What follows belongs to an exercise in optimizing a design on an open flow for small area; a production flow would make more cautious choices. The RTL was checked by simulation tests, not by an equivalence proof against the original design. Power figures rest on the tool's default switching activity, not on a simulated workload.

==> v36: inputs <==
Design axisafety, start of the top module:
module axisafety (
		output	reg		o_read_fault,
		output	reg		o_write_fault,
		input	wire		S_AXI_ACLK,
		input	wire		S_AXI_ARESETN,
		output	reg		M_AXI_ARESETN,
		output	wire		comb_aresetn,
		input	wire		ext_resetn,
		output	wire		channel_up,
		input	wire [5:0]	S_AXI_AWID,
		input	wire [27:0]	S_AXI_AWADDR,
		input	wire [7:0]	S_AXI_AWLEN,
		input	wire [2:0]	S_AXI_AWSIZE,
		input	wire [1:0]	S_AXI_AWBURST,
		input	wire		S_AXI_AWLOCK,
		input	wire [3:0]	S_AXI_AWCACHE,
		input	wire [2:0]	S_AXI_AWPROT,
		input	wire [3:0]	S_AXI_AWQOS,
		input	wire		S_AXI_AWVALID,
		output	reg		S_AXI_AWREADY,
		input	wire [31:0]	S_AXI_WDATA,
		input	wire [3:0]	S_AXI_WSTRB,
		input	wire		S_AXI_WLAST,
		input	wire		S_AXI_WVALID,
		output	reg		S_AXI_WREADY,
		output	wire [5:0]	S_AXI_BID,
		output	reg [1:0]	S_AXI_BRESP,
		output	reg		S_AXI_BVALID,
		input	wire		S_AXI_BREADY,
		input	wire [5:0]	S_AXI_ARID,
		input	wire [27:0]	S_AXI_ARADDR,
		input	wire [7:0]	S_AXI_ARLEN,
		input	wire [2:0]	S_AXI_ARSIZE,
		input	wire [1:0]	S_AXI_ARBURST,
		input	wire		S_AXI_ARLOCK,
		input	wire [3:0]	S_AXI_ARCACHE,
		input	wire [2:0]	S_AXI_ARPROT,
		input	wire [3:0]	S_AXI_ARQOS,
		input	wire		S_AXI_ARVALID,
		output	reg		S_AXI_ARREADY,
		output	wire [5:0]	S_AXI_RID,
		output	reg [31:0]	S_AXI_RDATA,
		output	reg [1:0]	S_AXI_RRESP,
		output	reg		S_AXI_RLAST,
		output	reg		S_AXI_RVALID,
		input	wire		S_AXI_RREADY,
		output	reg [5:0]	M_AXI_AWID,
		output	reg [27:0]	M_AXI_AWADDR,
		output	reg [7:0]	M_AXI_AWLEN,
  ...
Settings: LEC_CHECK=0, ABC_AREA=1, CAP_MARGIN=20, CORE_MARGIN=2, CORE_UTILIZATION=40, SLEW_MARGIN=20; clock period 10.0 ns.
standard.sh (not shown) runs the stock make flow with config.mk's settings and CLKGATE_MAP_FILE= SYNTH_SCRIPT=/design/flow/synth_recipe.tcl, a recipe that flattens the netlist after the stock synthesis.
==> flow/flow/run.sh <==
#!/bin/bash
# Standard ORFS layout, with the port buffers made of the smallest buffer cell.
set -euo pipefail
bash standard.sh "BUFFER_PORTS_ARGS=-buffer_cell sky130_fd_sc_hd__buf_1" finish > orfs_make.log 2>&1
==> v27: changes against v36 <==
--- a/flow/design.v
+++ b/flow/design.v
@@ -78,37 +78,37 @@
 		input	wire		M_AXI_ARREADY,
 		input	wire [5:0]	M_AXI_RID,
 		input	wire [31:0]	M_AXI_RDATA,
 		input	wire [1:0]	M_AXI_RRESP,
 		input	wire		M_AXI_RLAST,
 		input	wire		M_AXI_RVALID,
 		output	wire		M_AXI_RREADY
 	);
-	localparam	OPT_TIMEOUT = 100000;
+	localparam [16:0] TIMER_DONE = 17'h0a8d7;
 	localparam [1:0] EXOKAY = 2'b01, SLAVE_ERROR = 2'b10;
 	reg		faulty_write_return, faulty_read_return;
 	reg		clear_fault;
 	reg	[16:0]	write_timer, read_timer;
 	reg		write_timeout, read_timeout;
 	reg		r_wvalid, m_wvalid;
 	reg	[31:0]	r_wdata, m_wdata;
 	reg	[3:0]	r_wstrb, m_wstrb;
 	reg		r_wlast, m_wlast;
 	reg		m_bvalid;
 	reg	[1:0]	m_bresp;
 	reg		r_rvalid, m_rvalid;
 	reg	[1:0]	r_rresp, m_rresp;
 	reg		m_rlast;
 	reg	[31:0]	r_rdata, m_rdata;
-	reg	[8:0]	rfifo_counter;
-	reg		rfifo_empty, rfifo_last, rfifo_penultimate;
+	reg		rfifo_empty;
+	wire		rfifo_last, rfifo_penultimate;
 	reg		s_wbursts;
-	reg	[8:0]	m_wpending;
-	reg		m_wempty, m_wlastctr;
+	reg		m_wempty;
+	wire		m_wlastctr;
 	reg		waddr_valid;
 	wire		raddr_valid;
 	wire		aw_accept = S_AXI_AWVALID && S_AXI_AWREADY;
 	wire		ar_accept = S_AXI_ARVALID && S_AXI_ARREADY;
 	wire	[5:0]	wfifo_id   = M_AXI_AWID;
 	wire		wfifo_lock = M_AXI_AWLOCK;
 	wire	[5:0]	rfifo_id   = M_AXI_ARID;
 	wire		rfifo_lock = M_AXI_ARLOCK;
@@ -128,17 +128,16 @@
 		waddr_valid <= 1;
 	else if (waddr_valid)
 		waddr_valid <= !S_AXI_BVALID || !S_AXI_BREADY;
 	always @(posedge S_AXI_ACLK)
 	if (aw_accept)
 	begin
 		M_AXI_AWID    <= S_AXI_AWID;
 		M_AXI_AWADDR  <= S_AXI_AWADDR;
-		M_AXI_AWLEN   <= S_AXI_AWLEN;
 		M_AXI_AWSIZE  <= S_AXI_AWSIZE;
 		M_AXI_AWBURST <= S_AXI_AWBURST;
 		M_AXI_AWLOCK  <= S_AXI_AWLOCK;
 		M_AXI_AWCACHE <= S_AXI_AWCACHE;
 		M_AXI_AWPROT  <= S_AXI_AWPROT;
 		M_AXI_AWQOS   <= S_AXI_AWQOS;
 	end
 	always @(posedge S_AXI_ACLK)
@@ -148,40 +147,30 @@
 		M_AXI_AWVALID <= !o_write_fault && aw_accept;
 	always @(posedge S_AXI_ACLK)
 	if (!S_AXI_ARESETN)
 		s_wbursts <= 0;
 	else if (S_AXI_WVALID && S_AXI_WREADY && S_AXI_WLAST)
 		s_wbursts <= 1;
 	else if (S_AXI_BVALID && S_AXI_BREADY)
 		s_wbursts <= 0;
+	wire	w_beat = M_AXI_WVALID && M_AXI_WREADY;
+	wire	m_aw_hs = M_AXI_AWVALID && M_AXI_AWREADY;
+	wire	w_dec = w_beat && (m_aw_hs == m_wempty);
+	always @(posedge S_AXI_ACLK)
+	if (aw_accept)
+		M_AXI_AWLEN <= S_AXI_AWLEN;
+	else if (w_dec && S_AXI_ARESETN && !o_write_fault)
+		M_AXI_AWLEN <= M_AXI_AWLEN - 1;
 	always @(posedge S_AXI_ACLK)
 	if (!S_AXI_ARESETN || o_write_fault)
-	begin
-		m_wpending <= 0;
-		m_wempty   <= 1;
-		m_wlastctr <= 0;
-	end else if (M_AXI_AWVALID && M_AXI_AWREADY)
-	begin
-		if (M_AXI_WVALID && M_AXI_WREADY && (m_wpending == 0))
-		begin
-			m_wpending <= {1'b0, M_AXI_AWLEN};
-			m_wempty   <= (M_AXI_AWLEN == 0);
-			m_wlastctr <= (M_AXI_AWLEN == 1);
-		end else begin
-			m_wpending <= M_AXI_AWLEN+1;
-			m_wempty   <= 0;
-			m_wlastctr <= (M_AXI_AWLEN == 0);
-		end
-	end else if (M_AXI_WVALID && M_AXI_WREADY && (!m_wempty))
-	begin
-		m_wpending <= m_wpending - 1;
-		m_wempty   <= (m_wpending <= 1);
-		m_wlastctr <= (m_wpending == 2);
-	end
+		m_wempty <= 1;
+	else if (m_aw_hs || w_dec)
+		m_wempty <= w_dec && (M_AXI_AWLEN == 0);
+	assign	m_wlastctr = !m_wempty && (M_AXI_AWLEN == 0);
 	always @(posedge S_AXI_ACLK)
 	if (!S_AXI_ARESETN)
 		S_AXI_WREADY <= 0;
 	else if (S_AXI_WVALID && S_AXI_WREADY)
 	begin
 		if (S_AXI_WLAST)
 			S_AXI_WREADY <= 0;
 		else if (o_write_fault)
@@ -236,32 +225,30 @@
 			M_AXI_WDATA  <= m_wdata;
 			M_AXI_WSTRB  <= m_wstrb;
 			M_AXI_WLAST  <= m_wlast;
 		end
 		if (!M_AXI_ARESETN)
 			M_AXI_WVALID <= 0;
 	end
 	always @(posedge S_AXI_ACLK)
-	if (!S_AXI_ARESETN || !waddr_valid)
-		write_timer <= 0;
-	else if (!o_write_fault && M_AXI_BVALID)
+	if (!S_AXI_ARESETN || !waddr_valid
+			|| (!o_write_fault && M_AXI_BVALID) || S_AXI_WREADY)
 		write_timer <= 0;
-	else if (S_AXI_WREADY)
-		write_timer <= 0;
-	else if (!(&write_timer))
-		write_timer <= write_timer + 1;
+	else
+		write_timer <= { write_timer[15:0],
+				!(write_timer[16] ^ write_timer[13]) };
 	always @(posedge S_AXI_ACLK)
 	if (!S_AXI_ARESETN || clear_fault)
 		write_timeout <= 0;
 	else if (M_AXI_BVALID)
 		write_timeout <= write_timeout;
 	else if (S_AXI_WVALID && S_AXI_WREADY)
 		write_timeout <= write_timeout;
-	else if (write_timer >= OPT_TIMEOUT)
+	else if (write_timer == TIMER_DONE)
 		write_timeout <= 1;
 	always @(*)
 	begin
 		faulty_write_return = 0;
 		if (M_AXI_WVALID && M_AXI_WREADY
 				&& M_AXI_AWVALID && !M_AXI_AWREADY)
 			faulty_write_return = 1;
 		if (M_AXI_BVALID)
@@ -317,46 +304,43 @@
 	else if (!S_AXI_ARREADY)
 		S_AXI_ARREADY <= (S_AXI_RVALID && S_AXI_RLAST && S_AXI_RREADY);
 	assign	raddr_valid = !rfifo_empty;
 	always @(posedge S_AXI_ACLK)
 	if (ar_accept)
 	begin
 		M_AXI_ARID    <= S_AXI_ARID;
 		M_AXI_ARADDR  <= S_AXI_ARADDR;
-		M_AXI_ARLEN   <= S_AXI_ARLEN;
 		M_AXI_ARSIZE  <= S_AXI_ARSIZE;
 		M_AXI_ARBURST <= S_AXI_ARBURST;
 		M_AXI_ARLOCK  <= S_AXI_ARLOCK;
 		M_AXI_ARCACHE <= S_AXI_ARCACHE;
 		M_AXI_ARPROT  <= S_AXI_ARPROT;
 		M_AXI_ARQOS   <= S_AXI_ARQOS;
 	end
 	always @(posedge S_AXI_ACLK)
 	if (!M_AXI_ARESETN)
 		M_AXI_ARVALID <= 0;
 	else if (!M_AXI_ARVALID || M_AXI_ARREADY)
 		M_AXI_ARVALID <= !o_read_fault && ar_accept;
 	always @(posedge S_AXI_ACLK)
-	if (!S_AXI_ARESETN || clear_fault)
+	if (!S_AXI_ARESETN || clear_fault || rfifo_empty || S_AXI_RVALID
+			|| M_AXI_RVALID)
 		read_timer <= 0;
-	else if (rfifo_empty||(S_AXI_RVALID))
-		read_timer <= 0;
-	else if (M_AXI_RVALID)
-		read_timer <= 0;
-	else if (!(&read_timer))
-		read_timer <= read_timer + 1;
+	else
+		read_timer <= { read_timer[15:0],
+				!(read_timer[16] ^ read_timer[13]) };
 	always @(posedge S_AXI_ACLK)
 	if (!S_AXI_ARESETN || clear_fault)
 		read_timeout <= 0;
 	else if (rfifo_empty||S_AXI_RVALID)
 		read_timeout <= read_timeout;
 	else if (M_AXI_RVALID)
 		read_timeout <= read_timeout;
-	else if (read_timer == OPT_TIMEOUT)
+	else if (read_timer == TIMER_DONE)
 		read_timeout <= 1;
 	always @(*)
 	begin
 		faulty_read_return = 0;
 		if (M_AXI_RVALID)
 		begin
 			if (M_AXI_ARVALID)
 				faulty_read_return = 1;
@@ -386,36 +370,31 @@
 		r_rvalid <= 0;
 	always @(posedge S_AXI_ACLK)
 	if (!r_rvalid)
 	begin
 		r_rresp  <= M_AXI_RRESP;
 		r_rdata  <= M_AXI_RDATA;
 	end
 	assign M_AXI_RREADY = !r_rvalid;
+	wire	r_dec = !rfifo_empty && S_AXI_RVALID && S_AXI_RREADY;
+	always @(posedge S_AXI_ACLK)
+	if (ar_accept)
+		M_AXI_ARLEN <= S_AXI_ARLEN;
+	else if (r_dec)
+		M_AXI_ARLEN <= M_AXI_ARLEN - 1;
 	always @(posedge S_AXI_ACLK)
 	if (!S_AXI_ARESETN)
-	begin
-		rfifo_counter    <= 0;
-		rfifo_empty      <= 1;
-		rfifo_last       <= 0;
-		rfifo_penultimate<= 0;
-	end else if (ar_accept)
-	begin
-		rfifo_counter <= S_AXI_ARLEN+1;
-		rfifo_empty   <= 0;
-		rfifo_last    <= (S_AXI_ARLEN == 0);
-		rfifo_penultimate <= (S_AXI_ARLEN == 1);
-	end else if (!rfifo_empty && S_AXI_RVALID && S_AXI_RREADY)
-	begin
-		rfifo_counter <= rfifo_counter - 1;
-		rfifo_empty   <= (rfifo_counter <= 1);
-		rfifo_last    <= (rfifo_counter == 2);
-		rfifo_penultimate <= (rfifo_counter == 3);
-	end
+		rfifo_empty <= 1;
+	else if (ar_accept)
+		rfifo_empty <= 0;
+	else if (r_dec)
+		rfifo_empty <= (M_AXI_ARLEN == 0);
+	assign	rfifo_last        = !rfifo_empty && (M_AXI_ARLEN == 0);
+	assign	rfifo_penultimate = !rfifo_empty && (M_AXI_ARLEN == 1);
 	always @(*)
 	if (o_read_fault || !M_AXI_ARESETN)
 	begin
 		m_rvalid = !rfifo_empty && !(S_AXI_RVALID && rfifo_last);
 		m_rresp  = SLAVE_ERROR;
 	end else if (r_rvalid)
 	begin
 		m_rvalid = 1;
@@ -443,25 +422,31 @@
 	if (!S_AXI_RVALID || S_AXI_RREADY)
 	begin
 		S_AXI_RRESP  <= m_rresp;
 		S_AXI_RLAST  <= m_rlast;
 		S_AXI_RDATA  <= m_rdata;
 	end
 	assign	S_AXI_RID = rfifo_id;
 	reg	[2:0]	ext_resetn_r;
-	reg	[9:0]	chup_count;
+	reg	[9:0]	chup_lfsr;
+	reg		chup_done;
 	always @(posedge S_AXI_ACLK)
 		ext_resetn_r <= {ext_resetn_r[1:0], ext_resetn};
 	always @(posedge S_AXI_ACLK)
 	if (ext_resetn != ext_resetn_r[0])
-		chup_count <= 0;
-	else if (!(&chup_count))
-		chup_count <= chup_count + 1;
-	assign channel_up = ext_resetn_r[0] ^ !(&chup_count);
+	begin
+		chup_lfsr <= 0;
+		chup_done <= 0;
+	end else begin
+		chup_lfsr <= { chup_lfsr[8:0], !(chup_lfsr[9] ^ chup_lfsr[6]) };
+		chup_done <= chup_done || (chup_lfsr == 10'h200)
+				|| (chup_lfsr == 10'h3ff);
+	end
+	assign channel_up = ext_resetn_r[0] ^ !chup_done;
 	assign comb_aresetn = M_AXI_ARESETN & ext_resetn_r[2];
 	reg	[4:0]	reset_counter;
 	reg		r_clear_fault;
 	wire		reset_timeout = reset_counter[4];
 	always @(posedge S_AXI_ACLK)
 	if (!S_AXI_ARESETN)
 		M_AXI_ARESETN <= 0;
 	else if (clear_fault)
ABC_AREA = default   (was 1)
CTS_BUF_LIST = sky130_fd_sc_hd__clkbuf_4   (was default)
CTS_CLUSTER_DIAMETER = 50   (was default)
CTS_CLUSTER_SIZE = 10   (was default)
==> v14: changes against v36 <==
ABC_AREA = default   (was 1)
CTS_BUF_LIST = sky130_fd_sc_hd__clkbuf_4 sky130_fd_sc_hd__clkbuf_8   (was default)
CTS_CLUSTER_DIAMETER = 60   (was default)
CTS_CLUSTER_SIZE = 12   (was default)
==> summary of the runs <==
- v27 finished clean. v36 finished with timing, DRC and antenna clean. v14 completed with no timing, DRC or antenna violations.
- The lowest clock skew belongs to v36, the highest to v27.
- In v14 the via count is larger than in v27, by about 26%.
- Against v36, the global-route usage of v27 is lower by 2.2 points.
- The highest clock power belongs to v36, the lowest to v27.
- Area after synthesis: v14 is higher than v27 (17%).
- Hold slack: v27 > v14 > v36.
- In v36 the flip-flop and latch count is higher than in v27, by 20.
- The lowest critical path depth belongs to v27, the highest to v36.
- Of v27 and v14, v14 has the higher first-iteration DRC count (gap about 14%, measured against v14).
==> figures <==
                                                                                          v14                        v27                          v36
Final non-filler cell total                                                              1891                       1589                         2244
Standard cell with the maximum stage delay on the critical path                        nor3_1                    dfxtp_1                      dfxtp_1
Met3 Resource Use GR                                                                   4.856%                     5.135%                       5.190%
Bufs w/o clock                                                                            442                        438                          442
Maximum clock rate                                                                  224.9 MHz                  267.8 MHz                    246.1 MHz
Worst slew margin relative to its limit                                                34.06%                     33.29%                       35.73%
Root buffer cell                                                                     clkbuf_8                   clkbuf_4                    clkbuf_16
DRT iter0 DRCs                                                                            472                        407                          481
Clock network power                                                                   1040 uW                     801 uW                      1430 uW
Slack of the worst reg-to-reg path                                                    7800 ps                    7600 ps                      7790 ps
Largest net degree at the start of global routing                                          60                         62                           63
Outcome                                                               complete, no violations    complete, no violations      complete, no violations
Routed length on met3                                                                 2627 um                    2390 um                      2431 um
Core Footprint                                                                    0.03362 mm2                0.02878 mm2                  0.03446 mm2
Hold Worst Slack                                                                     332.7 ps                   344.1 ps                     326.0 ps
Fillers                                                                                  3051                       2631                         3267
Number of clock sinks seen by CTS                                                         356                        336                          356
Placement Rows                                                                             67                         62                           68
RR Endpoint                                                      write_timer[15]$_SDFFE_PP0N_  S_AXI_WREADY$_SDFFE_PN0P_  read_timer[15]$_SDFFE_PP0N_

-- static timing again, ports no longer ideal --
How much do the figures lean on ideal ports? The routed layouts below were timed once more, with nothing changed but the port constraints. Step 1 (the two cells are an assumption about what drives the block):
set clk [get_ports {S_AXI_ACLK}]
set_driving_cell -lib_cell sky130_fd_sc_hd__clkbuf_16 $clk
set_driving_cell -lib_cell sky130_fd_sc_hd__buf_2 [delete_from_list [all_inputs] $clk]
Step 2 also shifts input and output timing later by t, the mid clock arrival at the registers, as if the neighbouring blocks saw the same clock. Slacks: ideal / step 1 / step 2; pairs: ideal / step 1.
run | t, ns | slack for setup (ns) | slew at the worst register clock pin (ns)
v36 | 0.589 | 5.937 / 5.887 / 5.444 | 0.06 / 0.06
v27 | 0.673 | 6.265 / 6.234 / 5.813 | 0.12 / 0.12
v14 | 0.609 | 5.554 / 5.514 / 6.059 | 0.09 / 0.09
After both steps every run listed still meets setup and hold. For v36, which loses most, drivers alone change the setup slack by -0.050 ns; drivers and shift together by -0.493 ns.
